Context: an optimization exercise on an open-source flow, tuned for small area. The choices shown serve that exercise and are no tape-out recipe.
RTL that was checked went through simulation tests only; none was proved equivalent to the original.
Function not checked in runs 4 to 6: the RTL went through the layout flow alone.

### flow/design.v
module Multiplier32Bit (
	input[31:0] multiplicand,
	input[31:0] multiplier,
	input clk,
	input enable,
	input reset_n,
	output[31:0] aBus,
	output valid
);
	reg[31:0] acc;     
	reg[2:0] cnt;      
	reg vld;
	wire[31:0] mc = multiplicand;
	wire[31:0] mp = multiplier;
	wire busy = (cnt != 3'd0);
	wire z1 = (mp[31:8] == 24'h0) || (mp[31:8] == 24'hFFFFFF);
	wire z2 = (mp[31:16] == 16'h0) || (mp[31:16] == 16'hFFFF);
	wire z3 = (mp[31:24] == 8'h0) || (mp[31:24] == 8'hFF);
	wire[2:0] d = z1 ? 3'd1 : z2 ? 3'd2 : z3 ? 3'd3 : 3'd4;
	reg[6:0] w;
	always @(*) begin
		case (busy ? cnt - 3'd1 : d)
			3'd0: w = {mp[5:0], 1'b0};
			3'd1: w = mp[11:5];
			3'd2: w = mp[17:11];
			3'd3: w = mp[23:17];
			default: w = mp[29:23];
		endcase
	end
	wire d3 = (d == 3'd3);
	wire d4 = (d == 3'd4);
	wire cp = d3 & mp[23] & ~mp[24];    
	wire cm = d3 & ~mp[23] & mp[24];    
	wire[7:0] mneg;                     
	assign mneg[0] = mc[0];
	genvar i;
	generate
		for (i = 1; i < 8; i = i + 1) begin : gn
			assign mneg[i] = mc[i] ^ (|mc[i-1:0]);
		end
	endgenerate
	wire[1:0] v = {mp[31] ^ (mp[30] & mp[29]), mp[30] ^ mp[29]};
	wire[1:0] init4 = d4 ? {(mc[1] & v[0]) ^ (mc[0] & v[1]), mc[0] & v[0]} : 2'b0;
	wire[7:0] init = ({8{cp}} & mc[7:0]) | ({8{cm}} & mneg) | {6'd0, init4};
	wire[25:0] prev = busy ? acc[25:0] : {18'd0, init};
	wire one0 = w[1] ^ w[0];
	wire two0 = (w[2] & ~w[1] & ~w[0]) | (~w[2] & w[1] & w[0]);
	wire n0 = w[2];
	wire one1 = w[3] ^ w[2];
	wire two1 = (w[4] & ~w[3] & ~w[2]) | (~w[4] & w[3] & w[2]);
	wire n1 = w[4];
	wire one2 = w[5] ^ w[4];
	wire two2 = (w[6] & ~w[5] & ~w[4]) | (~w[6] & w[5] & w[4]);
	wire n2 = w[6];
	wire[31:0] r0;
	wire[29:0] r1;
	wire[27:0] r2;
	wire x0 = one0 & mc[0];
	wire k0 = n0 & ~x0;
	assign r0[0] = x0;
	assign r1[0] = (one1 & mc[0]) ^ n1;
	assign r2[0] = (one2 & mc[0]) ^ n2;
	generate
		for (i = 1; i < 32; i = i + 1) begin : g0
			booth_cell u (.one(one0), .two(two0), .neg(n0), .a(mc[i]), .b(mc[i-1]), .p(r0[i]));
		end
		for (i = 1; i < 30; i = i + 1) begin : g1
			booth_cell u (.one(one1), .two(two1), .neg(n1), .a(mc[i]), .b(mc[i-1]), .p(r1[i]));
		end
		for (i = 1; i < 28; i = i + 1) begin : g2
			booth_cell u (.one(one2), .two(two2), .neg(n2), .a(mc[i]), .b(mc[i-1]), .p(r2[i]));
		end
	endgenerate
	wire[31:0] next;
	wire s1;
	wire c2;
	wire s3;
	wire c4;
	wire s5;
	wire c6;
	wire s7;
	wire c8;
	wire s9;
	wire c10;
	wire s11;
	wire c12;
	wire s13;
	wire c14;
	wire s15;
	wire c16;
	wire s17;
	wire c18;
	wire s19;
	wire c20;
	wire s21;
	wire c22;
	wire s23;
	wire c24;
	wire s25;
	wire c26;
	wire s27;
	wire c28;
	wire s29;
	wire c30;
	wire s31;
	wire c32;
	wire s33;
	wire c34;
	wire s35;
	wire c36;
	wire s37;
	wire c38;
	wire s39;
	wire c40;
	wire s41;
	wire c42;
	wire s43;
	wire c44;
	wire s45;
	wire c46;
	wire s47;
	wire c48;
	wire s49;
	wire c50;
	wire s51;
	wire c52;
	wire s53;
	wire c54;
	wire s55;
	wire s56;
	wire c57;
	wire s58;
	wire c59;
	wire s60;
	wire c61;
	wire s62;
	wire c63;
	wire s64;
	wire c65;
	wire s66;
	wire c67;
	wire s68;
	wire c69;
	wire s70;
	wire c71;
	wire s72;
	wire c73;
	wire s74;
	wire c75;
	wire s76;
	wire c77;
	wire s78;
	wire c79;
	wire s80;
	wire c81;
	wire s82;
	wire c83;
	wire s84;
	wire c85;
	wire s86;
	wire c87;
	wire s88;
	wire c89;
	wire s90;
	wire c91;
	wire s92;
	wire c93;
	wire s94;
	wire c95;
	wire s96;
	wire c97;
	wire s98;
	wire c99;
	wire s100;
	wire c101;
	wire s102;
	wire c103;
	wire s104;
	wire c105;
	wire s106;
	wire c107;
	wire s108;
	wire c109;
	wire s110;
	wire c111;
	wire s112;
	wire c113;
	wire s114;
	wire s115;
	wire c116;
	wire s117;
	wire c118;
	wire s119;
	wire c120;
	wire s121;
	wire c122;
	wire s123;
	wire c124;
	wire s125;
	wire c126;
	wire s127;
	wire c128;
	wire s129;
	wire c130;
	wire s131;
	wire c132;
	wire s133;
	wire c134;
	wire s135;
	wire c136;
	wire s137;
	wire c138;
	wire s139;
	wire c140;
	wire s141;
	wire c142;
	wire s143;
	wire c144;
	wire s145;
	wire c146;
	wire s147;
	wire c148;
	wire s149;
	wire c150;
	wire s151;
	wire c152;
	wire bc153;
	wire s154;
	wire c155;
	wire s156;
	wire c157;
	wire s158;
	wire c159;
	wire s160;
	wire c161;
	wire s162;
	wire c163;
	wire s164;
	wire c165;
	wire s166;
	wire c167;
	wire s168;
	wire c169;
	wire s170;
	wire c171;
	wire s172;
	wire c173;
	wire s174;
	wire c175;
	wire s176;
	wire c177;
	wire bc178;
	wire s179;
	wire c180;
	wire s181;
	wire c182;
	wire s183;
	wire c184;
	wire s185;
	wire c186;
	wire s187;
	wire c188;
	wire s189;
	wire c190;
	wire s191;
	wire c192;
	wire s193;
	wire c194;
	wire s195;
	wire c196;
	wire s197;
	wire c198;
	wire s199;
	wire c200;
	wire s201;
	wire c202;
	wire bc203;
	wire s204;
	wire c205;
	wire s206;
	wire c207;
	wire s208;
	wire c209;
	wire s210;
	wire c211;
	wire s212;
	wire c213;
	wire s214;
	wire s215;
	wire c216;
	wire s217;
	wire c218;
	wire s219;
	wire c220;
	wire s221;
	wire c222;
	wire s223;
	wire c224;
	wire s225;
	half_adder us1 (.a(r0[4]), .b(r1[2]), .s(s1), .co(c2));
	half_adder us3 (.a(r0[5]), .b(r1[3]), .s(s3), .co(c4));
	full_adder us5 (.a(r0[6]), .b(r1[4]), .c(r2[2]), .s(s5), .co(c6));
	full_adder us7 (.a(r0[7]), .b(r1[5]), .c(r2[3]), .s(s7), .co(c8));
	full_adder us9 (.a(r0[8]), .b(r1[6]), .c(r2[4]), .s(s9), .co(c10));
	full_adder us11 (.a(r0[9]), .b(r1[7]), .c(r2[5]), .s(s11), .co(c12));
	full_adder us13 (.a(r0[10]), .b(r1[8]), .c(r2[6]), .s(s13), .co(c14));
	full_adder us15 (.a(r0[11]), .b(r1[9]), .c(r2[7]), .s(s15), .co(c16));
	full_adder us17 (.a(r0[12]), .b(r1[10]), .c(r2[8]), .s(s17), .co(c18));
	full_adder us19 (.a(r0[13]), .b(r1[11]), .c(r2[9]), .s(s19), .co(c20));
	full_adder us21 (.a(r0[14]), .b(r1[12]), .c(r2[10]), .s(s21), .co(c22));
	full_adder us23 (.a(r0[15]), .b(r1[13]), .c(r2[11]), .s(s23), .co(c24));
	full_adder us25 (.a(r0[16]), .b(r1[14]), .c(r2[12]), .s(s25), .co(c26));
	full_adder us27 (.a(r0[17]), .b(r1[15]), .c(r2[13]), .s(s27), .co(c28));
	full_adder us29 (.a(r0[18]), .b(r1[16]), .c(r2[14]), .s(s29), .co(c30));
	full_adder us31 (.a(r0[19]), .b(r1[17]), .c(r2[15]), .s(s31), .co(c32));
	full_adder us33 (.a(r0[20]), .b(r1[18]), .c(r2[16]), .s(s33), .co(c34));
	full_adder us35 (.a(r0[21]), .b(r1[19]), .c(r2[17]), .s(s35), .co(c36));
	full_adder us37 (.a(r0[22]), .b(r1[20]), .c(r2[18]), .s(s37), .co(c38));
	full_adder us39 (.a(r0[23]), .b(r1[21]), .c(r2[19]), .s(s39), .co(c40));
	full_adder us41 (.a(r0[24]), .b(r1[22]), .c(r2[20]), .s(s41), .co(c42));
	full_adder us43 (.a(r0[25]), .b(r1[23]), .c(r2[21]), .s(s43), .co(c44));
	full_adder us45 (.a(r0[26]), .b(r1[24]), .c(r2[22]), .s(s45), .co(c46));
	full_adder us47 (.a(r0[27]), .b(r1[25]), .c(r2[23]), .s(s47), .co(c48));
	full_adder us49 (.a(r0[28]), .b(r1[26]), .c(r2[24]), .s(s49), .co(c50));
	full_adder us51 (.a(r0[29]), .b(r1[27]), .c(r2[25]), .s(s51), .co(c52));
	full_adder us53 (.a(r0[30]), .b(r1[28]), .c(r2[26]), .s(s53), .co(c54));
	assign s55 = r0[31] ^ r1[29] ^ r2[27];
	half_adder us56 (.a(r0[2]), .b(r1[0]), .s(s56), .co(c57));
	half_adder us58 (.a(r0[3]), .b(r1[1]), .s(s58), .co(c59));
	full_adder us60 (.a(s1), .b(r2[0]), .c(n2), .s(s60), .co(c61));
	full_adder us62 (.a(s3), .b(r2[1]), .c(c2), .s(s62), .co(c63));
	full_adder us64 (.a(s5), .b(prev[0]), .c(c4), .s(s64), .co(c65));
	full_adder us66 (.a(s7), .b(prev[1]), .c(c6), .s(s66), .co(c67));
	full_adder us68 (.a(s9), .b(prev[2]), .c(c8), .s(s68), .co(c69));
	full_adder us70 (.a(s11), .b(prev[3]), .c(c10), .s(s70), .co(c71));
	full_adder us72 (.a(s13), .b(prev[4]), .c(c12), .s(s72), .co(c73));
	full_adder us74 (.a(s15), .b(prev[5]), .c(c14), .s(s74), .co(c75));
	full_adder us76 (.a(s17), .b(prev[6]), .c(c16), .s(s76), .co(c77));
	full_adder us78 (.a(s19), .b(prev[7]), .c(c18), .s(s78), .co(c79));
	full_adder us80 (.a(s21), .b(prev[8]), .c(c20), .s(s80), .co(c81));
	full_adder us82 (.a(s23), .b(prev[9]), .c(c22), .s(s82), .co(c83));
	full_adder us84 (.a(s25), .b(prev[10]), .c(c24), .s(s84), .co(c85));
	full_adder us86 (.a(s27), .b(prev[11]), .c(c26), .s(s86), .co(c87));
	full_adder us88 (.a(s29), .b(prev[12]), .c(c28), .s(s88), .co(c89));
	full_adder us90 (.a(s31), .b(prev[13]), .c(c30), .s(s90), .co(c91));
	full_adder us92 (.a(s33), .b(prev[14]), .c(c32), .s(s92), .co(c93));
	full_adder us94 (.a(s35), .b(prev[15]), .c(c34), .s(s94), .co(c95));
	full_adder us96 (.a(s37), .b(prev[16]), .c(c36), .s(s96), .co(c97));
	full_adder us98 (.a(s39), .b(prev[17]), .c(c38), .s(s98), .co(c99));
	full_adder us100 (.a(s41), .b(prev[18]), .c(c40), .s(s100), .co(c101));
	full_adder us102 (.a(s43), .b(prev[19]), .c(c42), .s(s102), .co(c103));
	full_adder us104 (.a(s45), .b(prev[20]), .c(c44), .s(s104), .co(c105));
	full_adder us106 (.a(s47), .b(prev[21]), .c(c46), .s(s106), .co(c107));
	full_adder us108 (.a(s49), .b(prev[22]), .c(c48), .s(s108), .co(c109));
	full_adder us110 (.a(s51), .b(prev[23]), .c(c50), .s(s110), .co(c111));
	full_adder us112 (.a(s53), .b(prev[24]), .c(c52), .s(s112), .co(c113));
	assign s114 = s55 ^ prev[25] ^ c54;
	half_adder us115 (.a(k0), .b(r0[1]), .s(s115), .co(c116));
	full_adder us117 (.a(s56), .b(n1), .c(c116), .s(s117), .co(c118));
	full_adder us119 (.a(s58), .b(c57), .c(c118), .s(s119), .co(c120));
	full_adder us121 (.a(s60), .b(c59), .c(c120), .s(s121), .co(c122));
	full_adder us123 (.a(s62), .b(c61), .c(c122), .s(s123), .co(c124));
	full_adder us125 (.a(s64), .b(c63), .c(c124), .s(s125), .co(c126));
	full_adder us127 (.a(s66), .b(c65), .c(c126), .s(s127), .co(c128));
	half_adder us129 (.a(s68), .b(c67), .s(s129), .co(c130));
	full_adder us131 (.a(s70), .b(c69), .c(c130), .s(s131), .co(c132));
	full_adder us133 (.a(s72), .b(c71), .c(c132), .s(s133), .co(c134));
	full_adder us135 (.a(s74), .b(c73), .c(c134), .s(s135), .co(c136));
	full_adder us137 (.a(s76), .b(c75), .c(c136), .s(s137), .co(c138));
	full_adder us139 (.a(s78), .b(c77), .c(c138), .s(s139), .co(c140));
	assign s141 = ~(s68 ^ c67);
	assign c142 = s68 | c67;
	full_adder us143 (.a(s70), .b(c69), .c(c142), .s(s143), .co(c144));
	full_adder us145 (.a(s72), .b(c71), .c(c144), .s(s145), .co(c146));
	full_adder us147 (.a(s74), .b(c73), .c(c146), .s(s147), .co(c148));
	full_adder us149 (.a(s76), .b(c75), .c(c148), .s(s149), .co(c150));
	full_adder us151 (.a(s78), .b(c77), .c(c150), .s(s151), .co(c152));
	half_adder us154 (.a(s80), .b(c79), .s(s154), .co(c155));
	full_adder us156 (.a(s82), .b(c81), .c(c155), .s(s156), .co(c157));
	full_adder us158 (.a(s84), .b(c83), .c(c157), .s(s158), .co(c159));
	full_adder us160 (.a(s86), .b(c85), .c(c159), .s(s160), .co(c161));
	full_adder us162 (.a(s88), .b(c87), .c(c161), .s(s162), .co(c163));
	full_adder us164 (.a(s90), .b(c89), .c(c163), .s(s164), .co(c165));
	assign s166 = ~(s80 ^ c79);
	assign c167 = s80 | c79;
	full_adder us168 (.a(s82), .b(c81), .c(c167), .s(s168), .co(c169));
	full_adder us170 (.a(s84), .b(c83), .c(c169), .s(s170), .co(c171));
	full_adder us172 (.a(s86), .b(c85), .c(c171), .s(s172), .co(c173));
	full_adder us174 (.a(s88), .b(c87), .c(c173), .s(s174), .co(c175));
	full_adder us176 (.a(s90), .b(c89), .c(c175), .s(s176), .co(c177));
	half_adder us179 (.a(s92), .b(c91), .s(s179), .co(c180));
	full_adder us181 (.a(s94), .b(c93), .c(c180), .s(s181), .co(c182));
	full_adder us183 (.a(s96), .b(c95), .c(c182), .s(s183), .co(c184));
	full_adder us185 (.a(s98), .b(c97), .c(c184), .s(s185), .co(c186));
	full_adder us187 (.a(s100), .b(c99), .c(c186), .s(s187), .co(c188));
	full_adder us189 (.a(s102), .b(c101), .c(c188), .s(s189), .co(c190));
	assign s191 = ~(s92 ^ c91);
	assign c192 = s92 | c91;
	full_adder us193 (.a(s94), .b(c93), .c(c192), .s(s193), .co(c194));
	full_adder us195 (.a(s96), .b(c95), .c(c194), .s(s195), .co(c196));
	full_adder us197 (.a(s98), .b(c97), .c(c196), .s(s197), .co(c198));
	full_adder us199 (.a(s100), .b(c99), .c(c198), .s(s199), .co(c200));
	full_adder us201 (.a(s102), .b(c101), .c(c200), .s(s201), .co(c202));
	half_adder us204 (.a(s104), .b(c103), .s(s204), .co(c205));
	full_adder us206 (.a(s106), .b(c105), .c(c205), .s(s206), .co(c207));
	full_adder us208 (.a(s108), .b(c107), .c(c207), .s(s208), .co(c209));
	full_adder us210 (.a(s110), .b(c109), .c(c209), .s(s210), .co(c211));
	full_adder us212 (.a(s112), .b(c111), .c(c211), .s(s212), .co(c213));
	assign s214 = s114 ^ c113 ^ c213;
	assign s215 = ~(s104 ^ c103);
	assign c216 = s104 | c103;
	full_adder us217 (.a(s106), .b(c105), .c(c216), .s(s217), .co(c218));
	full_adder us219 (.a(s108), .b(c107), .c(c218), .s(s219), .co(c220));
	full_adder us221 (.a(s110), .b(c109), .c(c220), .s(s221), .co(c222));
	full_adder us223 (.a(s112), .b(c111), .c(c222), .s(s223), .co(c224));
	assign s225 = s114 ^ c113 ^ c224;
	assign next[0] = x0;
	assign next[1] = s115;
	assign next[2] = s117;
	assign next[3] = s119;
	assign next[4] = s121;
	assign next[5] = s123;
	assign next[6] = s125;
	assign next[7] = s127;
	assign next[8] = c128 ? s141 : s129;
	assign next[9] = c128 ? s143 : s131;
	assign next[10] = c128 ? s145 : s133;
	assign next[11] = c128 ? s147 : s135;
	assign next[12] = c128 ? s149 : s137;
	assign next[13] = c128 ? s151 : s139;
	assign bc153 = c128 ? c152 : c140;
	assign next[14] = bc153 ? s166 : s154;
	assign next[15] = bc153 ? s168 : s156;
	assign next[16] = bc153 ? s170 : s158;
	assign next[17] = bc153 ? s172 : s160;
	assign next[18] = bc153 ? s174 : s162;
	assign next[19] = bc153 ? s176 : s164;
	assign bc178 = bc153 ? c177 : c165;
	assign next[20] = bc178 ? s191 : s179;
	assign next[21] = bc178 ? s193 : s181;
	assign next[22] = bc178 ? s195 : s183;
	assign next[23] = bc178 ? s197 : s185;
	assign next[24] = bc178 ? s199 : s187;
	assign next[25] = bc178 ? s201 : s189;
	assign bc203 = bc178 ? c202 : c190;
	assign next[26] = bc203 ? s215 : s204;
	assign next[27] = bc203 ? s217 : s206;
	assign next[28] = bc203 ? s219 : s208;
	assign next[29] = bc203 ? s221 : s210;
	assign next[30] = bc203 ? s223 : s212;
	assign next[31] = bc203 ? s225 : s214;
	always @(posedge clk) begin
		acc <= next;
	end
	always @(posedge clk, negedge reset_n) begin
		if (reset_n == 0) begin
			cnt <= 0;
			vld <= 0;
		end else if (enable) begin
			cnt <= d;
			vld <= 0;
		end else if (busy) begin
			cnt <= cnt - 3'd1;
			vld <= (cnt == 3'd1);
		end else begin
			vld <= 0;
		end
	end
	assign aBus = acc;
	assign valid = vld;
endmodule
module booth_cell (
	input one,
	input two,
	input neg,
	input a,
	input b,
	output p
);
	wire m_n;
	aoi22 u0 (.a1(one), .a2(a), .b1(two), .b2(b), .y(m_n));
	xnor2 u1 (.a(m_n), .b(neg), .y(p));
endmodule
module aoi22 (
	input a1,
	input a2,
	input b1,
	input b2,
	output y
);
	assign y = ~((a1 & a2) | (b1 & b2));
endmodule
module xnor2 (
	input a,
	input b,
	output y
);
	assign y = ~(a ^ b);
endmodule
module full_adder (
	input a,
	input b,
	input c,
	output s,
	output co
);
	assign s = a ^ b ^ c;
	assign co = (a & b) | (a & c) | (b & c);
endmodule
module half_adder (
	input a,
	input b,
	output s,
	output co
);
	assign s = a ^ b;
	assign co = a & b;
endmodule
### flow/flow/run.sh
#!/bin/bash
export BUFFER_PORTS_ARGS="-buffer_cell sky130_fd_sc_hd__buf_1"
export POST_FLOORPLAN_TCL="$PWD/flow/downsize.tcl"
bash standard.sh RECOVER_POWER=100 finish > standard.log 2>&1
### flow/flow/downsize.tcl
# Sourced after floorplanning (POST_FLOORPLAN_TCL): set every logic cell to
# the smallest drive strength of its function. Placement-stage repair and
# timing repair size up again where timing or slew needs it.
set db [ord::get_db]
set n 0
foreach inst [[ord::get_db_block] getInsts] {
  set m [[$inst getMaster] getName]
  if {![regexp {^(sky130_fd_sc_hd__[a-z0-9]+)_([0-9]+)$} $m -> base drive]} { continue }
  if {[regexp {dfxtp|dfrtp|conb|tap|fill|decap|clkbuf|clkinv|clkdly|dly} $base]} { continue }
  foreach d {0 1 2} {
    if {$d >= $drive} { break }
    set cand "${base}_$d"
    if {[$db findMaster $cand] != "NULL" && [llength [get_lib_cells -quiet $cand]] > 0 && [lsearch $::env(DONT_USE_CELLS) $cand] < 0} {
      replace_cell [$inst getName] $cand
      incr n
      break
    }
  }
}
puts "downsize: $n cells set to their smallest drive strength"
### flow/standard.sh
#!/bin/bash
# synth_recipe.tcl (not shown) runs the flow's synth.tcl, then flattens the netlist and writes it again
# the make line also repeats each setting of config.mk as NAME=value (left out here)
make -C /OpenROAD-flow-scripts/flow DESIGN_CONFIG=/design/flow/config.mk WORK_HOME=/design/flow/orfs CLKGATE_MAP_FILE= SYNTH_SCRIPT=/design/flow/synth_recipe.tcl "${@:-finish}"
### flow/config.mk
export PLATFORM = sky130hd
export DESIGN_NAME = Multiplier32Bit
export DESIGN_NICKNAME = Multiplier32Bit
export VERILOG_FILES = /design/flow/design.v
export SDC_FILE = /design/flow/constraint.sdc
export NUM_CORES = 4
export LEC_CHECK = 0
export CAP_MARGIN = 20
export CORE_MARGIN = 2
export CORE_UTILIZATION = 40
export SLEW_MARGIN = 20
export SYNTH_HIERARCHICAL = 1
export SYNTH_MINIMUM_KEEP_SIZE = 0
### flow/constraint.sdc
create_clock -name core_clock -period 10.0 [get_ports {clk}]
set_input_delay 2.0000 -clock core_clock [delete_from_list [all_inputs] [get_ports {clk}]]
set_output_delay 2.0000 -clock core_clock [all_outputs]
set_load 0.01 [all_outputs]
==> results of run 1 <==
logic make-up after synthesis:
| group | count (synthesis) | share of synthesized area (%) |
|---|---|---|
| AO/OA/AOI/OAI | 157 | 25.5 |
| multiplexers | 37 | 6.21 |
| flip-flops | 36 | 11.4 |
| AND/OR/NAND/NOR | 91 | 7.91 |
| adder cells (fa/ha/maj) | 116 | 33.5 |
| buffers and inverters | 31 | 2.06 |
| XOR/XNOR | 98 | 13.4 |
modules after synthesis, one instance, submodules excluded, a selection:
module           flops+latches  copies in the design  cell area, um2  cells inside
Multiplier32Bit             36                     1            2600           287
full_adder                   0                    96            20.0             1
aoi22                        0                    87            12.5             1
half_adder                   0                     9            12.5             1
xnor2                        0                    87            8.76             1
critical path: stages:
cell	delay (ns)
buf_1	0.26
nand4_1	0.16
nor4_1	0.28
buf_4	0.17
a211oi_1	0.08
buf_4	0.18
o311ai_0	0.42
a21oi_1	0.21
a211o_2	0.43
xnor2_2	0.54
a22oi_1	0.20
xnor2_1	0.24
fa_1	0.49
fa_1	0.46
inv_1	0.07
ha_1	0.14
inv_1	0.05
fa_1	0.39
fa_1	0.39
fa_1	0.40
fa_1	0.39
fa_1	0.40
mux2i_2	0.26
mux2i_2	0.32
mux2i_1	0.21
buf_4	0.18
mux2_1	0.33
metrics by stage:
step / cell area, um2 / util, % / setup slack (ns) / std cells
final: 6980 / 44.0 / 0.510 / 908
after global routing: 6980 / 44.0 / 0.0181 / 908
after CTS: 6970 / 43.9 / 0.377 / 908
after detailed placement: 6820 / 42.9 / 0.0868 / 900
after global placement: 6820 / 42.9 / 0.224 / 900
after floorplan: 6660 / - / 0.0393 / 566
worst paths after layout:
| path | start | endpoint | cells past startpoint |
|---|---|---|---|
| worst max-delay path | multiplier[25] | acc[30] | 27 |
| worst min-delay path | cnt[2] | vld | 1 |
| worst max register to register | cnt[0] | acc[30] | 28 |
| worst min register to register | cnt[2] | vld | 1 |
| max in group asynchronous | reset_n | cnt[2] | 1 |
| min in group asynchronous | reset_n | vld | 1 |
state kept, by name (all words and copies together) (netlist names):
name,cells
cnt,3
vld,1
acc,32
area by class of cell:
cell class	instances	share of cell area [%]
well taps	216	3.87
multi-input cells	499	73.9
clock inverters	2	0.197
clock buffers	6	1.99
flip-flops and latches	36	10.6
inverters	21	1.13
repair buffers	128	8.35
timing repair:
action,CTS,global route
endpoints found under the hold margin,0,0
gates resized for setup,0,4
hold buffers,0,0
endpoints found under the setup margin,0,5
layout by cell type (no fill, tap or decap), types with 5 or more instances in the layout:
cell type  count
fa_1          96
buf_1         96
xnor2_1       92
a22oi_1       88
dfxtp_1       32
buf_4         27
mux2_1        23
and2_0        22
inv_1         21
ha_1          20
nand2_1       18
nor2_1        15
mux2i_1       12
o21ai_0       11
a21oi_1       11
a211oi_1       7
nand4_1        6
nor4_1         5
nor3_1         5
clkbuf_16      5
metal layers:
layer | track usage, % | vias to the layer above | part of all wire (%)
met5 | 0 | - | 0
met4 | 5.19 | 0 | 1.6
met3 | 1.93 | 19 | 4.5
met2 | 34.3 | 168 | 49
met1 | 26.6 | 2558 | 45
li1 | - | 2340 | -
==> impl_metrics.yaml, run 1 <==
clock_tree:
  tritoncts.num_buffers: 5
  htreeDepth: 2
  clk_latency_ns: 0.29
  clockBufferDepth: 2
  postCtsSetupBuffers: 0
  cts_tree: "built"
  root_buffer: "clkbuf_16"
  clock_sinks: 36
  cts.clk_slew.worst_paths_ns: 0.06
cells_and_area:
  synthToLayoutAreaGrowth_pct: 7.72
  diodes: 0
  multi_input_area_um2: 5160
  fill_cells: 1601
  ff_latch_area_um2: 741
  drive_above_1_share_pct: 6.79
  final_nets: 874
floorplanning:
  die_x_um: 131
  core_um2: 15900
  num_io_pins: 100
  die-area_um2: 17200
  rows: 46
  initial_core_util_pct: 40.8
  die_h_um: 131
synthesis:
  ys_seq_area_share_pct: 11.4
  synthTopCellsByArea: "fa_1 (30%), a22oi_2 (17%), xnor2_1 (13%)"
  netlist.area_leader.share_pct: 29.6
  syn_area_um2: 6480
  synth_cell_types: 64
  synthCells: 566
  syn_nets: 749
  ys_ff_latch: 36
  ys.flop_type: "dfxtp_1"
  synth_common_cells: "fa_1 (96), xnor2_1 (93), a22oi_2 (88)"
  synth_most_common_cell: "fa_1"
  synthArstFlopShare_pct: 11.1
  synth.largest_area_cell: "fa_1"
  avgSynthCellArea_um2: 11.5
  yosysWarnings: 7
  synth_edf_count: 0
setup_path:
  required_ns: 10.16
  worstSetupPathType: "in -> reg"
  startpoint_type: "input port"
  critPathMaxFanout: 13
  r2r_slack_ns: 1.66
  crit_path_end_kind: "flip-flop"
  worstPathArrival_ns: 9.66
detailed_routing:
  routed-via-count: 5085
  wl_per_cell_um: 18.8
  antenna_left: 0
  drt_iter0_drc: 359
  wl_um: 17000
  first_pass_iters: 8
  vias_per_cell: 5.60
  drc: 0
global_routing:
  antenna_found_initial: 0
  grt_max_degree: 31
  globalRoute.totalOverflow: 0
  grt_pass1_vias: 5377
  grt_first_pass_wirelength_um: 27800
  grt_usage_pct: 19.8
timing:
  fin_crit_ns: 9.49
  hold_viol_final: 0
  drv_slew: 0
  whs_ns: 0.559
  skew_ns: 0.00806
  finalCritPeriodShare_pct: 94.9
  slew-limit-headroom_pct: 32.1
  finalSetupViolCount: 0
  rsz0062_at_grt: "false"
  tns_ns: 0
  worstMarginPinSlew_ns: 1.01
  fmaxAchievable_ghz: 0.105
placement:
  port_buffers: 99
  hpwl_um: 14100
  gp_congestion: 0.892
outcome:
  status: "no timing/DRC/antenna violations"
job:
  maxCapViolCount: 0
worst_hold_path:
  hold_class: "reg -> reg"
==> inputs of run 2 (changes only) <==
--- a/flow/config.mk
+++ b/flow/config.mk
@@ -5,6 +5,7 @@
 export SDC_FILE = /design/flow/constraint.sdc
 export NUM_CORES = 4
 export LEC_CHECK = 0
+export ABC_AREA = 1
 export CAP_MARGIN = 20
 export CORE_MARGIN = 2
 export CORE_UTILIZATION = 40
==> impl_metrics.yaml, run 2 <==
floorplanning:
  initial_core_util_pct: 40.9
  die_x_um: 142
  num_io_pins: 100
  die_h_um: 142
  core_um2: 18700
  rows: 50
  die-area_um2: 20200
synthesis:
  synth_edf_count: 0
  ys.flop_type: "dfxtp_1"
  synth_most_common_cell: "nand2_1"
  ys_ff_latch: 36
  syn_area_um2: 7650
  synthCells: 1298
  netlist.area_leader.share_pct: 31.2
  yosysWarnings: 7
  synth_common_cells: "nand2_1 (635), inv_1 (324), fa_1 (96)"
  ys_seq_area_share_pct: 9.69
  synth.largest_area_cell: "nand2_1"
  synthArstFlopShare_pct: 11.1
  synth_cell_types: 44
  syn_nets: 1481
  synthTopCellsByArea: "nand2_1 (31%), fa_1 (25%), inv_1 (16%)"
  avgSynthCellArea_um2: 5.89
cells_and_area:
  fill_cells: 2037
  drive_above_1_share_pct: 3.02
  multi_input_area_um2: 5550
  top_regs: "acc: 32 flops, cnt: 3 flops, vld: 1 flops"
  largest_register_ffs: 32
  ff_latch_area_um2: 741
  top_register: "acc"
  diodes: 0
  final_common_cell: "nand2_1"
  postLayoutCellArea_um2: 8520
  synthToLayoutAreaGrowth_pct: 11.4
  final_nets: 1604
  layout_common_cells: "nand2_1 (643), inv_1 (326), fa_1 (96), buf_1 (96), nor2_1 (63)"
setup_path:
  required_ns: 10.18
  critPathMaxFanout: 14
  worstPathArrival_ns: 9.59
  startpoint_type: "input port"
  worstSetupPathType: "in -> reg"
  crit_path_end_kind: "flip-flop"
  crit_top_cell: "nand2_1"
  critPathMaxStageDelay_ns: 0.50
  slowest_stage: "fa_1"
  r2r_cells: 40
clock_tree:
  clockBufferDepth: 2
  cts_tree: "built"
  root_buffer: "clkbuf_16"
  htreeDepth: 2
  clock_sinks: 36
  clk_latency_ns: 0.30
  cts.clk_slew.worst_paths_ns: 0.06
  tritoncts.num_buffers: 5
placement:
  preCtsSetupSlack_ns: -0.349
  hpwl_um: 16800
  placed_area_um2: 8320
  port_buffers: 99
  gp_congestion: 0.893
detailed_routing:
  drc: 0
  drt_iter0_drc: 396
  first_pass_iters: 5
  wl_um: 20900
  vias_per_cell: 4.57
  routed-via-count: 7565
  wl_per_cell_um: 12.6
  antenna_left: 0
global_routing:
  grt_pass1_vias: 7047
  antenna_found_initial: 0
  globalRoute.totalOverflow: 0
  grt_first_pass_wirelength_um: 34400
  grt_usage_pct: 21.5
  grt_max_degree: 58
timing:
  slew-limit-headroom_pct: 58.9
  worstMarginPinSlew_ns: 0.617
  skew_ns: 0.00539
  finalCritPeriodShare_pct: 94.1
  fin_crit_ns: 9.41
  fmaxAchievable_ghz: 0.106
  hold_viol_final: 0
  finalSetupViolCount: 0
  final.setup.worst_slack_ns: 0.587
  drv_slew: 0
outcome:
  status: "no timing/DRC/antenna violations"
worst_hold_path:
  whs_path_depth: 1
  hold_class: "reg -> reg"
job:
  maxCapViolCount: 0
run 2: layer usage:
| layer | wire length (um) | track usage [%] | share of wire (%) |
|---|---|---|---|
| met1 | 9840 | 28.8 | 47 |
| met2 | 9840 | 37.0 | 47 |
| met3 | 919 | 3.10 | 4.4 |
| met4 | 325 | 4.58 | 1.6 |
| met5 | 0 | 0 | 0 |
run 2: per-module statistics from Yosys, one instance, submodules excluded, excerpt:
| module | copies in the design | cells | flops+latches |
|---|---|---|---|
| Multiplier32Bit | 1 | 410 | 36 |
| aoi22 | 87 | 4 | 0 |
| full_adder | 96 | 1 | 0 |
| half_adder | 9 | 1 | 0 |
| xnor2 | 87 | 5 | 0 |
run 2: cell type report:
class                   instances  area share [%]
multi-input cells             927            65.1
flip-flops and latches         36            8.70
repair buffers                124            6.57
clock buffers                   8            1.72
inverters                     327            14.4
well taps                     234            3.44
run 2: cells by family after synthesis:
group | Yosys count | share of synthesized area (%)
buf+inv | 335 | 16.7
xor+xnor | 10 | 1.15
compound gates | 40 | 3.31
simple gates | 751 | 39.3
mux | 10 | 1.46
flops | 36 | 9.69
fa+ha+maj | 116 | 28.4
run 2: path summary, 6_finish.rpt:
kind,start,end,slack [ns]
worst max-delay path,multiplier[24],acc[30],0.59
worst min-delay path,cnt[2],vld,0.50
worst max register to register,cnt[0],acc[30],1.76
worst min register to register,cnt[2],vld,0.50
max in group asynchronous,reset_n,cnt[1],8.27
min in group asynchronous,reset_n,cnt[2],1.53
run 2: per-stage QoR:
step,util (%),setup TNS [ns],std cells,hold WS (ns)
3_3_place_gp,44.5,-0.850,1646,0.486
5_1_grt,45.5,-0.0712,1656,0.525
4_1_cts,45.3,0,1654,0.505
3_5_place_dp,44.5,-1.80,1646,0.491
6_report,45.5,0,1656,0.502
2_1_floorplan,-,0,1298,0.444
run 2: worst max-delay path: cells and delay by family:
| family | cells | cell delay [ns] |
|---|---|---|
| buffers and inverters | 8 | 0.89 |
| AND/OR/NAND/NOR | 24 | 2.63 |
| AO/OA/AOI/OAI | 3 | 0.68 |
| multiplexers | 1 | 0.36 |
| adder cells (fa/ha/maj) | 8 | 3.00 |
run 2: what timing repair did:
| item | CTS | global route |
|---|---|---|
| buffers inserted | 0 | 2 |
| resized for setup | 1 | 8 |
| hold buffers | 0 | 0 |
| endpoints found under the setup margin | 5 | 12 |
==> inputs of run 3 (changes only) <==
--- a/flow/flow/downsize.tcl
+++ b/flow/flow/downsize.tcl
@@ -10,7 +10,7 @@
   foreach d {0 1 2} {
     if {$d >= $drive} { break }
     set cand "${base}_$d"
-    if {[$db findMaster $cand] != "NULL" && [llength [get_lib_cells -quiet $cand]] > 0 && [lsearch $::env(DONT_USE_CELLS) $cand] < 0} {
+    if {[$db findMaster $cand] != "NULL" && [llength [get_lib_cells -quiet $cand]] > 0 && ![sta::is_dont_use [get_lib_cells $cand]]} {
       replace_cell [$inst getName] $cand
       incr n
       break
==> impl_metrics.yaml, run 3 <==
synthesis:
  synth_most_common_cell: "nand2_1"
  avgSynthCellArea_um2: 5.89
  synth_edf_count: 0
  synthArstFlopShare_pct: 11.1
  ys.flop_type: "dfxtp_1"
  ys_seq_area_share_pct: 9.69
  ys_ff_latch: 36
  syn_nets: 1481
  netlist.area_leader.share_pct: 31.2
  synth.largest_area_cell: "nand2_1"
  synth_cell_types: 44
  synthCells: 1298
  synth_common_cells: "nand2_1 (635), inv_1 (324), fa_1 (96)"
  syn_area_um2: 7650
  synthTopCellsByArea: "nand2_1 (31%), fa_1 (25%), inv_1 (16%)"
  yosysWarnings: 7
outcome:
  firstError: "Error: floorplan.tcl, 161 invalid command name \"sta::is_dont_use\""
  stop_stage: "2_1_floorplan"
  status: "stopped before the end"
floorplanning:
  die_h_um: 142
  initial_core_util_pct: 40.9
  rows: 50
  die_x_um: 142
[run 3: cell counts after synthesis]
Identical to the previous run, type by type.
[run 3: modules after synthesis, one instance, submodules excluded, a selection]
module           area [um2]  flip-flops and latches  cells inside
half_adder             12.5                       0             1
Multiplier32Bit        2670                      36           410
aoi22                  15.0                       0             4
xnor2                  18.8                       0             5
full_adder             20.0                       0             1
[run 3: cells by family after synthesis]
logic type	after synthesis	share of synthesized area (%)
xor gates and xnor gates	10	1.15
buffers and inverters	335	16.7
adders and majority gates	116	28.4
DFF	36	9.69
AOI/OAI and AO/OA	40	3.31
and+or+nand+nor	751	39.3
muxes	10	1.46
==> inputs of run 4 (changes only) <==
==> flow/design.v (replaced) <==
module Multiplier32Bit (
	input[31:0] multiplicand,
	input[31:0] multiplier,
	input clk,
	input enable,
	input reset_n,
	output[31:0] aBus,
	output valid
);
	wire[63:0] first, second;
	assign first = { { 32{multiplicand[31] } }, multiplicand };
	assign second = { { 32{multiplier[31] } }, multiplier };
	wire[63:0] resultFull;
	reg[31:0] resultHold;
	reg outputResult;
	reg validOutput;
	reg[2:0] delayCounter;
	assign resultFull = first * second;
	always @(posedge clk) begin
		if (enable) begin
			resultHold <= resultFull[31:0];
		end else if (delayCounter == 1) begin
			resultHold <= resultFull[31:0];
		end else begin
			resultHold <= resultHold;
		end
	end
	always @(posedge clk, negedge reset_n) begin
		if (reset_n == 0) begin
			outputResult <= 0;
		end else if (enable) begin
			outputResult <= 0;
		end else if (delayCounter == 1) begin
			outputResult <= 1;
		end else begin
			outputResult <= 0;
		end
	end
	always @(posedge clk, negedge reset_n) begin
		if (reset_n == 0) begin
			validOutput <= 0;
		end else begin
			if (validOutput == 0 && enable == 1) begin
				validOutput <= 1'b1;
			end else if (validOutput == 1 && delayCounter == 0) begin 
				validOutput <= 1'b0;
			end else begin
				validOutput <= validOutput;
			end
		end
	end
	always @(posedge clk, negedge reset_n) begin
		if (reset_n == 0) begin
			delayCounter <= 0;
		end else if (enable) begin
			if (multiplier[31:8] == 0 || multiplier[31:8] == 24'hFFFFFF) begin
				delayCounter <= 1;
			end else if (multiplier[31:16] == 0 || multiplier[31:16] == 16'hFFFF) begin
				delayCounter <= 2;
			end else if (multiplier[31:24] == 0 || multiplier[31:24] == 8'hFF) begin
				delayCounter <= 3;
			end else begin
				delayCounter <= 4;
			end 
		end else if (delayCounter != 0) begin
			delayCounter <= delayCounter - 1;
		end else begin
			delayCounter <= delayCounter;
		end
	end
	assign aBus = resultHold;
	assign valid = outputResult && delayCounter == 0;
endmodule
==> flow/run.sh (new file) <==
#!/bin/bash
# synth_recipe.tcl (not shown) runs the flow's synth.tcl, then flattens the netlist and writes it again
# the make line also repeats each setting of config.mk as NAME=value (left out here)
make -C /OpenROAD-flow-scripts/flow DESIGN_CONFIG=/design/flow/config.mk WORK_HOME=/design/flow/orfs CLKGATE_MAP_FILE= SYNTH_SCRIPT=/design/flow/synth_recipe.tcl finish
==> flow/config.mk (replaced) <==
export PLATFORM = sky130hd
export DESIGN_NAME = Multiplier32Bit
export DESIGN_NICKNAME = Multiplier32Bit
export VERILOG_FILES = /design/flow/design.v
export SDC_FILE = /design/flow/constraint.sdc
export NUM_CORES = 4
export LEC_CHECK = 0
export CAP_MARGIN = 20
export CORE_MARGIN = 2
export CORE_UTILIZATION = 40
export SLEW_MARGIN = 20
removed: flow/flow/run.sh
removed: flow/flow/downsize.tcl
removed: flow/standard.sh
==> impl_metrics.yaml, run 4 <==
setup_path:
  crit_top_cell: "fa_1"
  slowest_stage: "clkdlybuf4s50_1"
  r2r-end: "resultHold[22]"
  worstReg2RegStart: "delayCounter[1]"
  cp_cell_sequence: "clkdlybuf4s50_1 -> and2_1 -> fa_1 -> fa_1 -> inv_1 -> fa_1 -> fa_1 -> inv_1 -> ha_1 -> ha_1 -> fa_1 -> inv_1 -> fa_1 -> inv_1 -> ha_1 -> a2111oi_2 -> nand4_1 -> a31o_2 -> a31oi_4 -> o21a_1 -> o31ai_1 -> xor2_1"
  critPathMaxStageDelay_ns: 0.89
  required_ns: 10.05
  critPathMaxFanout: 19
  crit_path_end_kind: "flip-flop"
  r2r_slack_ns: 8.11
  worstSetupPathType: "in -> reg"
  startpoint_type: "input port"
  worstPathArrival_ns: 9.22
  r2r_cells: 4
cells_and_area:
  final_common_cell: "inv_1"
  final_nets: 2572
  top_regs: "resultHold: 32 flops, delayCounter: 3 flops, outputResult: 1 flops"
  drive_above_1_share_pct: 2.88
  synthToLayoutAreaGrowth_pct: 10.4
  fill_cells: 4281
  postLayoutCellArea_um2: 19500
  fin_cells: 2531
  largest_register_ffs: 32
  layout_common_cells: "inv_1 (427), fa_1 (408), and2_1 (350)"
  top_register: "resultHold"
floorplanning:
  core_um2: 43400
  initial_core_util_pct: 40.7
  rows: 76
  die_x_um: 214
  num_io_pins: 100
  die-area_um2: 45800
  die_h_um: 214
worst_hold_path:
  whs_path_depth: 2
  hold_start: "delayCounter[1]"
  worstHoldEndpoint: "delayCounter[1]"
  hold_class: "reg -> reg"
synthesis:
  synth_most_common_cell: "inv_1"
  synth_edf_count: 32
  yosysWarnings: 1
  ys_ff_latch: 36
  ys.flop_type: "edfxtp_1"
  syn_area_um2: 17700
  synth_common_cells: "inv_1 (427), fa_1 (408), and2_1 (350)"
  avgSynthCellArea_um2: 9.35
  synthCells: 1888
  ys_seq_area_share_pct: 6.01
  synth_cell_types: 43
  synth.largest_area_cell: "fa_1"
  syn_nets: 2516
  synthTopCellsByArea: "fa_1 (46%), and2_1 (12%), ha_1 (11%)"
  netlist.area_leader.share_pct: 46.2
  synthArstFlopShare_pct: 11.1
clock_tree:
  htreeDepth: 2
  hold_buffers: 0
  clk_latency_ns: 0.32
  tritoncts.num_buffers: 5
  ctsResizeCount: 0
  postCtsSetupBuffers: 0
  clockBufferDepth: 2
  clock_sinks: 36
  cts.clk_slew.worst_paths_ns: 0.08
  root_buffer: "clkbuf_16"
  cts_tree: "built"
detailed_routing:
  wl_per_cell_um: 18.2
  antenna_left: 0
  drt_iter0_drc: 564
  first_pass_iters: 5
  drc: 0
  vias_per_cell: 4.90
  routed-via-count: 12400
  wl_um: 46000
timing:
  slew-limit-headroom_pct: 31.2
  tns_ns: 0
  fin_crit_ns: 9.17
  drv_slew: 0
  fmaxAchievable_ghz: 0.109
  hold_viol_final: 0
  finalCritPeriodShare_pct: 91.7
  worstMarginPinSlew_ns: 1.03
  skew_ns: 0.0145
  finalSetupViolCount: 0
  rsz0062_at_grt: "false"
job:
  maxCapViolCount: 0
global_routing:
  grt_usage_pct: 21.1
  globalRoute.totalOverflow: 0
  grt_pass1_vias: 13900
  grt_first_pass_wirelength_um: 75700
  antenna_found_initial: 1
  grt_max_degree: 33
placement:
  gp_congestion: 0.831
  port_buffers: 99
  hpwl_um: 38900
  post-place-cells: 2522
  placed_area_um2: 19400
outcome:
  status: "no timing/DRC/antenna violations"
[run 4: cell count changes after synthesis, moves of 43 or more]
cell / before / now
inv_1: 324 / 427
xnor2_1: 5 / 64
and2_1: 0 / 350
nor2_1: 60 / 17
ha_1: 20 / 153
nand2_1: 635 / 188
clkbuf_1: 3 / 88
fa_1: 96 / 408
[run 4: layout make-up]
type	instances	area [um2]	share of cell area, %
clock inverters	3	13.8	0.0706
diodes	1	2.50	0.0128
multi-input cells	1333	14700	75.2
flip-flops and latches	36	1060	5.44
inverters	427	1600	8.22
clock buffers	5	125	0.642
repair buffers	141	1310	6.70
well taps	585	732	3.75
[run 4: cells by family after synthesis]
group | count (synthesis) | share of synthesized area (%)
AOI/OAI and AO/OA | 78 | 3.05
xor gates and xnor gates | 84 | 4.17
adders and majority gates | 561 | 57.1
buffers and inverters | 519 | 11.1
DFF | 36 | 6.01
and+or+nand+nor | 610 | 18.6
[run 4: how the worst max path moves through the flow]
stage,from,end,slack [ns],cells past startpoint
finish,multiplier[5],resultHold[30],0.83,22
floorplan,multiplicand[13],resultHold[29],1.68,24
global route,multiplier[6],resultHold[30],0.46,22
global placement,multiplier[6],resultHold[30],0.65,22
CTS,multiplier[6],resultHold[30],0.83,22
detailed placement,multiplier[6],resultHold[30],0.52,22
[run 4: metal layers]
metal	wire, um	vias up	GRT usage [%]	share of wire, %
met5	0	-	0	0
met4	1090	0	5.28	2.4
met3	2000	65	2.95	4.3
met2	23200	243	37.1	50
met1	19700	6480	27.4	43
li1	-	5625	-	-
[run 4: critical path: cells and delay by family]
family | cells | cell delay, ns
adders and majority gates | 9 | 3.82
and+or+nand+nor | 2 | 0.67
buffers and inverters | 5 | 1.07
xor gates and xnor gates | 1 | 0.16
AOI/OAI and AO/OA | 5 | 1.46
[run 4: metrics by stage]
step	utilization, %	hold WS [ns]	worst slack (ns)
final	45.0	0.540	0.828
after global routing	45.0	0.582	0.461
after CTS	45.0	0.549	0.833
after detailed placement	44.6	0.530	0.519
after global placement	44.6	0.490	0.646
after floorplan	-	0.472	1.68
==> inputs of run 5 (changes only) <==
==> flow/design.v (replaced) <==
module Multiplier32Bit (
	input[31:0] multiplicand,
	input[31:0] multiplier,
	input clk,
	input enable,
	input reset_n,
	output[31:0] aBus,
	output valid
);
	reg[31:0] acc;
	reg[2:0] cnt;      
	reg vld;
	wire[31:0] mc = multiplicand;
	wire[31:0] mp = multiplier;
	wire z1 = (mp[31:8] == 24'h0) || (mp[31:8] == 24'hFFFFFF);
	wire z2 = (mp[31:16] == 16'h0) || (mp[31:16] == 16'hFFFF);
	wire z3 = (mp[31:24] == 8'h0) || (mp[31:24] == 8'hFF);
	wire[2:0] d = z1 ? 3'd1 : z2 ? 3'd2 : z3 ? 3'd3 : 3'd4;
	wire[2:0] j = enable ? d : cnt - 3'd1;
	reg[6:0] w;
	always @(*) begin
		case (j)
			3'd0: w = {mp[5:0], 1'b0};
			3'd1: w = mp[11:5];
			3'd2: w = mp[17:11];
			3'd3: w = mp[23:17];
			default: w = mp[29:23];
		endcase
	end
	wire d3 = (d == 3'd3);
	wire d4 = (d == 3'd4);
	wire cp = d3 & mp[23] & ~mp[24];    
	wire cm = d3 & ~mp[23] & mp[24];    
	wire[1:0] v = {mp[31] ^ (mp[30] & mp[29]), mp[30] ^ mp[29]};
	wire[1:0] init4 = d4 ? {(mc[1] & v[0]) ^ (mc[0] & v[1]), mc[0] & v[0]} : 2'b0;
	wire[7:0] init3 = ({8{cp}} & mc[7:0]) | ({8{cm}} & ~mc[7:0]);
	wire[7:0] init = init3 | {6'd0, init4};
	wire[31:0] prev = enable ? {24'd0, init} : acc;
	wire cin = enable & cm;
	wire[32:0] mcx = {mc, 1'b0};
	wire[31:0] r0, r1, r2;
	wire n0, n1, n2;
	booth_row #(32) b0 (.mcx(mcx[32:0]), .b(w[2:0]), .row(r0), .neg(n0));
	booth_row #(30) b1 (.mcx(mcx[30:0]), .b(w[4:2]), .row(r1[31:2]), .neg(n1));
	booth_row #(28) b2 (.mcx(mcx[28:0]), .b(w[6:4]), .row(r2[31:4]), .neg(n2));
	assign r1[1:0] = 2'b0;
	assign r2[3:0] = 4'b0;
	wire[31:0] next = {prev[25:0], 6'd0} + r0 + r1 + r2 + {25'd0, cin, 1'b0, n2, 1'b0, n1, 1'b0, n0};
	always @(posedge clk) begin
		acc <= next;
	end
	always @(posedge clk, negedge reset_n) begin
		if (reset_n == 0) begin
			cnt <= 0;
			vld <= 0;
		end else if (enable) begin
			cnt <= d;
			vld <= 0;
		end else if (cnt != 0) begin
			cnt <= cnt - 3'd1;
			vld <= (cnt == 3'd1);
		end else begin
			vld <= 0;
		end
	end
	assign aBus = acc;
	assign valid = vld;
endmodule
module booth_row #(parameter W = 32) (
	input[W:0] mcx,
	input[2:0] b,
	output[W-1:0] row,
	output neg
);
	wire one = b[1] ^ b[0];
	wire two = (b[2] & ~b[1] & ~b[0]) | (~b[2] & b[1] & b[0]);
	assign neg = b[2];
	genvar i;
	generate
		for (i = 0; i < W; i = i + 1) begin : g
			assign row[i] = ((one & mcx[i+1]) | (two & mcx[i])) ^ neg;
		end
	endgenerate
endmodule
==> impl_metrics.yaml, run 5 <==
synthesis:
  syn_area_um2: 7650
  syn_nets: 1186
  ys_seq_area_share_pct: 9.68
  synthCells: 1001
  synth_edf_count: 0
  synth_most_common_cell: "inv_1"
  yosysWarnings: 1
  synthArstFlopShare_pct: 11.1
  ys.flop_type: "dfxtp_1"
  netlist.area_leader.share_pct: 14.1
  avgSynthCellArea_um2: 7.64
  synth_cell_types: 79
  synthTopCellsByArea: "fa_1 (14%), ha_1 (10%), dfxtp_1 (8.4%)"
  synth.largest_area_cell: "fa_1"
  ys_ff_latch: 36
  synth_common_cells: "inv_1 (117), o21ai_0 (104), a21oi_1 (88)"
setup_path:
  startpoint: "multiplier[24]"
  worstSetupPathType: "in -> reg"
  critPathMaxStageDelay_ns: 0.56
  startpoint_type: "input port"
  worstPathArrival_ns: 9.73
  crit_top_cell: "fa_1"
  crit_path_end_kind: "flip-flop"
  critPathMaxFanout: 14
  worstReg2RegStart: "cnt[0]"
  required_ns: 10.17
  slowest_stage: "clkdlybuf4s50_1"
global_routing:
  globalRoute.totalOverflow: 0
  grt_first_pass_wirelength_um: 38500
  grt_max_degree: 33
  antenna_found_initial: 0
  grt_pass1_vias: 7167
  grt_usage_pct: 24.1
cells_and_area:
  layout_common_cells: "inv_1 (117), o21ai_0 (104), clkdlybuf4s50_1 (98)"
  top_register: "acc"
  top_regs: "acc: 32 flops, cnt: 3 flops, vld: 1 flops"
  diodes: 0
  fill_cells: 1876
  final_common_cell: "inv_1"
  synthToLayoutAreaGrowth_pct: 19.4
  final_nets: 1260
  postLayoutCellArea_um2: 9140
  largest_register_ffs: 32
  drive_above_1_share_pct: 10.3
clock_tree:
  hold_buffers: 0
  ctsResizeCount: 0
  clockBufferDepth: 2
  cts.clk_slew.worst_paths_ns: 0.06
  postCtsSetupBuffers: 0
  htreeDepth: 2
  tritoncts.num_buffers: 5
  cts_tree: "built"
  clk_latency_ns: 0.30
  root_buffer: "clkbuf_16"
  clock_sinks: 36
placement:
  preCtsSetupSlack_ns: -0.0134
  placed_area_um2: 8980
  gp_congestion: 0.919
  port_buffers: 99
  hpwl_um: 18700
floorplanning:
  core_um2: 18700
  num_io_pins: 100
  die_h_um: 142
  die-area_um2: 20200
  die_x_um: 142
  rows: 50
  initial_core_util_pct: 40.9
timing:
  finalCritPeriodShare_pct: 95.6
  final.setup.worst_slack_ns: 0.444
  finalSetupViolCount: 0
  slew-limit-headroom_pct: 42.5
  hold_viol_final: 0
  tns_ns: 0
  fmaxAchievable_ghz: 0.105
  drv_slew: 0
  skew_ns: 0.0114
  rsz0062_at_grt: "false"
  fin_crit_ns: 9.56
  worstMarginPinSlew_ns: 0.862
detailed_routing:
  wl_per_cell_um: 18.4
  antenna_left: 0
  wl_met1_um: 11300
  first_pass_iters: 5
  met2WireLength_um: 10800
  vias_per_cell: 5.80
  drc: 0
  top_layer: "met4"
  drt_iter0_drc: 691
  wl_um: 24100
  met3_length_um: 1620
  routed-via-count: 7596
job:
  maxCapViolCount: 0
worst_hold_path:
  hold_class: "reg -> reg"
  hold_start: "cnt[1]"
outcome:
  status: "no timing/DRC/antenna violations"
[run 5: cell count changes after synthesis, sizes merged, moves of 34 or more]
cell / delta
nand2: -131
nor2: +37
o21ai: +103
inv: -309
a22oi: +58
and2: -339
a21oi: +63
xnor2: -34
fa: -354
ha: -89
[run 5: metrics by stage]
step,hold WS (ns),utilization [%],std cells
global route,0.526,48.8,1310
detailed placement,0.477,48.0,1302
floorplan,0.460,-,1001
CTS,0.491,48.8,1310
global placement,0.480,48.0,1302
finish,0.491,48.8,1310
[run 5: final cells by class]
type / instances / area (um2) / share of cell area (%)
Inverter: 118 / 443 / 4.85
Timing Repair Buffer: 149 / 1360 / 14.9
Tap cell: 234 / 293 / 3.20
Clock inverter: 3 / 18.8 / 0.205
Sequential cell: 36 / 741 / 8.11
Clock buffer: 5 / 125 / 1.37
Multi-Input combinational cell: 765 / 6160 / 67.4
[run 5: path summary, 6_finish.rpt]
check	slack, ns	to	cells past startpoint
setup / recovery	0.44	acc[31]	29
hold / removal	0.49	cnt[1]	1
setup reg to reg	2.38	acc[31]	28
hold reg to reg	0.49	cnt[1]	1
max in group asynchronous	7.91	cnt[0]	1
min in group asynchronous	1.91	cnt[1]	1
[run 5: worst max-delay path: cells and delay by family]
kind            cells  cell delay (ns)
buf+inv             4             0.91
fa+ha+maj           4             1.69
mux                 1             0.24
compound gates     14             3.03
xor+xnor            2             0.53
simple gates        4             1.31
[run 5: metal layers]
| metal | vias up | global-route usage, % |
|---|---|---|
| met4 | 0 | 5.42 |
| met3 | 22 | 2.83 |
| met2 | 263 | 39.2 |
| met5 | - | 0 |
| met1 | 3590 | 34.5 |
| li1 | 3721 | - |
[run 5: logic make-up after synthesis]
kind of cell    share of synthesized area, %
compound gates                          33.1
xor+xnor                                4.76
fa+ha+maj                               24.6
buf+inv                                 10.2
flops                                   9.68
mux                                     4.99
simple gates                            12.7
==> inputs of run 6 (changes only) <==
==> flow/flow/run.sh (new file) <==
#!/bin/bash
cp standard.sh standard_sh_copy.log
export BUFFER_PORTS_ARGS="-buffer_cell sky130_fd_sc_hd__buf_1"
bash standard.sh > standard.log 2>&1
==> flow/standard.sh (new file) <==
#!/bin/bash
# synth_recipe.tcl (not shown) runs the flow's synth.tcl, then flattens the netlist and writes it again
# the make line also repeats each setting of config.mk as NAME=value (left out here)
make -C /OpenROAD-flow-scripts/flow DESIGN_CONFIG=/design/flow/config.mk WORK_HOME=/design/flow/orfs CLKGATE_MAP_FILE= SYNTH_SCRIPT=/design/flow/synth_recipe.tcl "${@:-finish}"
removed: flow/run.sh
==> impl_metrics.yaml, run 6 <==
clock_tree:
  tritoncts.num_buffers: 5
  root_buffer: "clkbuf_16"
  clockBufferDepth: 2
  ctsResizeCount: 0
  htreeDepth: 2
  clk_latency_ns: 0.30
  hold_buffers: 0
  postCtsSetupBuffers: 0
  clock_sinks: 36
  cts.clk_slew.worst_paths_ns: 0.06
  cts_tree: "built"
floorplanning:
  initial_core_util_pct: 40.9
  die_h_um: 142
  core_um2: 18700
  num_io_pins: 100
  die_x_um: 142
  rows: 50
  die-area_um2: 20200
placement:
  placed_area_um2: 8240
  gp_congestion: 0.873
  hpwl_um: 18500
  port_buffers: 99
setup_path:
  startpoint_type: "input port"
  worstPathArrival_ns: 9.56
  crit_path_end_kind: "flip-flop"
  startpoint: "multiplier[16]"
  worstReg2RegStart: "cnt[0]"
  worstSetupPathType: "in -> reg"
  critPathMaxFanout: 15
  required_ns: 10.17
  r2r_slack_ns: 2.25
cells_and_area:
  drive_above_1_share_pct: 8.80
  layout_common_cells: "inv_1 (117), o21ai_0 (104), buf_1 (98)"
  ff_latch_area_um2: 741
  top_register: "acc"
  fill_cells: 1909
  diodes: 0
  synthToLayoutAreaGrowth_pct: 10.1
  final_nets: 1241
  final_common_cell: "inv_1"
  largest_register_ffs: 32
  postLayoutCellArea_um2: 8420
  top_regs: "acc: 32 flops, cnt: 3 flops, vld: 1 flops"
  multi_input_area_um2: 6160
synthesis:
  synth.largest_area_cell: "fa_1"
  synthArstFlopShare_pct: 11.1
  synth_edf_count: 0
  synth_common_cells: "inv_1 (117), o21ai_0 (104), a21oi_1 (88)"
  ys_seq_area_share_pct: 9.68
  ys.flop_type: "dfxtp_1"
  netlist.area_leader.share_pct: 14.1
  synth_most_common_cell: "inv_1"
  synth_cell_types: 79
  yosysWarnings: 1
  synthTopCellsByArea: "fa_1 (14%), ha_1 (10%), dfxtp_1 (8.4%)"
  syn_area_um2: 7650
  ys_ff_latch: 36
  syn_nets: 1186
  synthCells: 1001
  avgSynthCellArea_um2: 7.64
timing:
  worstMarginPinSlew_ns: 0.972
  fin_crit_ns: 9.39
  slew-limit-headroom_pct: 34.7
  tns_ns: 0
  fmaxAchievable_ghz: 0.106
  skew_ns: 0.0138
  hold_viol_final: 0
  finalCritPeriodShare_pct: 93.9
  rsz0062_at_grt: "false"
  drv_slew: 0
  whs_ns: 0.490
  finalSetupViolCount: 0
detailed_routing:
  first_pass_iters: 5
  routed-via-count: 7574
  antenna_left: 0
  drt_iter0_drc: 666
  wl_per_cell_um: 18.4
  drc: 0
  vias_per_cell: 5.87
  wl_um: 23800
global_routing:
  antenna_found_initial: 0
  grt_max_degree: 33
  grt_usage_pct: 23.6
  grt_pass1_vias: 6980
  grt_first_pass_wirelength_um: 38100
  globalRoute.totalOverflow: 0
outcome:
  status: "no timing/DRC/antenna violations"
job:
  maxCapViolCount: 0
worst_hold_path:
  hold_start: "cnt[1]"
  hold_class: "reg -> reg"
## run 6: layout make-up
type / instances / share of cell area (%)
Multi-Input combinational cell: 765 / 73.1
Sequential cell: 36 / 8.79
Timing Repair Buffer: 130 / 7.34
Inverter: 118 / 5.26
Tap cell: 234 / 3.48
Clock buffer: 5 / 1.49
Clock inverter: 3 / 0.505
## run 6: per-stage QoR
step | utilization (%) | cells | worst slack [ns]
4_1_cts | 45.0 | 1291 | 0.481
6_report | 45.0 | 1291 | 0.606
2_1_floorplan | - | 1001 | 1.24
3_3_place_gp | 44.1 | 1283 | 0.326
5_1_grt | 45.0 | 1291 | 0.0108
3_5_place_dp | 44.1 | 1283 | 0.227
## run 6: worst paths after layout
path / to / cells past startpoint
min in group asynchronous: cnt[0] / 1
min: cnt[1] / 1
max in group asynchronous: vld / 1
max reg2reg: acc[31] / 29
min reg2reg: cnt[1] / 1
max: acc[31] / 28
## run 6: critical path, cell delays in order
cell      delay [ns]
buf_1           0.10
nor4_1          0.41
nand4_2         0.29
o2111a_1        0.28
a211oi_4        0.49
mux2i_1         0.24
o21ai_1         0.08
a22o_1          0.35
or2_2           0.46
mux2_2          0.26
a21oi_1         0.06
a221oi_1        0.31
fa_1            0.52
fa_1            0.55
inv_1           0.04
ha_1            0.31
ha_1            0.23
a21o_1          0.18
a21oi_1         0.26
o21ai_0         0.24
nor4b_2         0.25
o21ai_0         0.17
a21boi_0        0.20
o21a_1          0.26
o41ai_2         0.32
o211ai_1        0.15
o211ai_1        0.11
xnor3_1         0.42
## run 6: layer usage
metal	share of wire, %	track usage [%]	vias up	routed length (um)
li1	-	-	3676	-
met1	45	33.1	3605	10800
met2	47	39.3	278	11200
met3	6.6	3.63	15	1570
met4	0.80	3.70	0	189
met5	0	0	-	0
## run 6: kinds of logic (layout without fill, tap and decap cells)
kind of cell	after synthesis	after routing	synth area share [%]
compound gates	379	379	33.1
xor+xnor	40	40	4.76
fa+ha+maj	118	118	24.6
buf+inv	200	256	10.2
flops	36	36	9.68
mux	35	35	4.99
simple gates	193	193	12.7

afterwards: timing with drivers on the ports:
How much do the figures lean on ideal ports? The routed layouts below were timed once more, with nothing changed but the port constraints.
Step 1: set_driving_cell puts a clkbuf_16 on clk and a buf_2 on each other input, an assumption about the parent block.
Step 2 also shifts input and output timing later by t, the mid clock arrival at the registers, as if the neighbouring blocks saw the same clock.
Slacks: ideal ports / drivers / drivers and shift; pairs: ideal ports / drivers.
| run | shift t [ns] | slack for setup (ns) | clock arrival spread, ns | worst slew at a driven data input, ns |
|---|---|---|---|---|
| run 1 | 0.320 | 0.510 / 0.524 / 0.204 | 0.008 / 0.008 | 0.04 |
| run 2 | 0.335 | 0.587 / 0.607 / 0.272 | 0.005 / 0.006 | 0.06 |
| run 4 | 0.362 | 0.828 / 0.860 / 0.498 | 0.016 / 0.016 | 0.12 |
| run 5 | 0.343 | 0.444 / 0.469 / 0.126 | 0.011 / 0.012 | 0.04 |
| run 6 | 0.342 | 0.606 / 0.631 / 0.289 | 0.014 / 0.014 | 0.05 |
After both steps setup and hold are still met in every run listed. The setup slack of run 4, which loses most, moves by +0.032 ns with the drivers and by -0.330 ns with both steps.
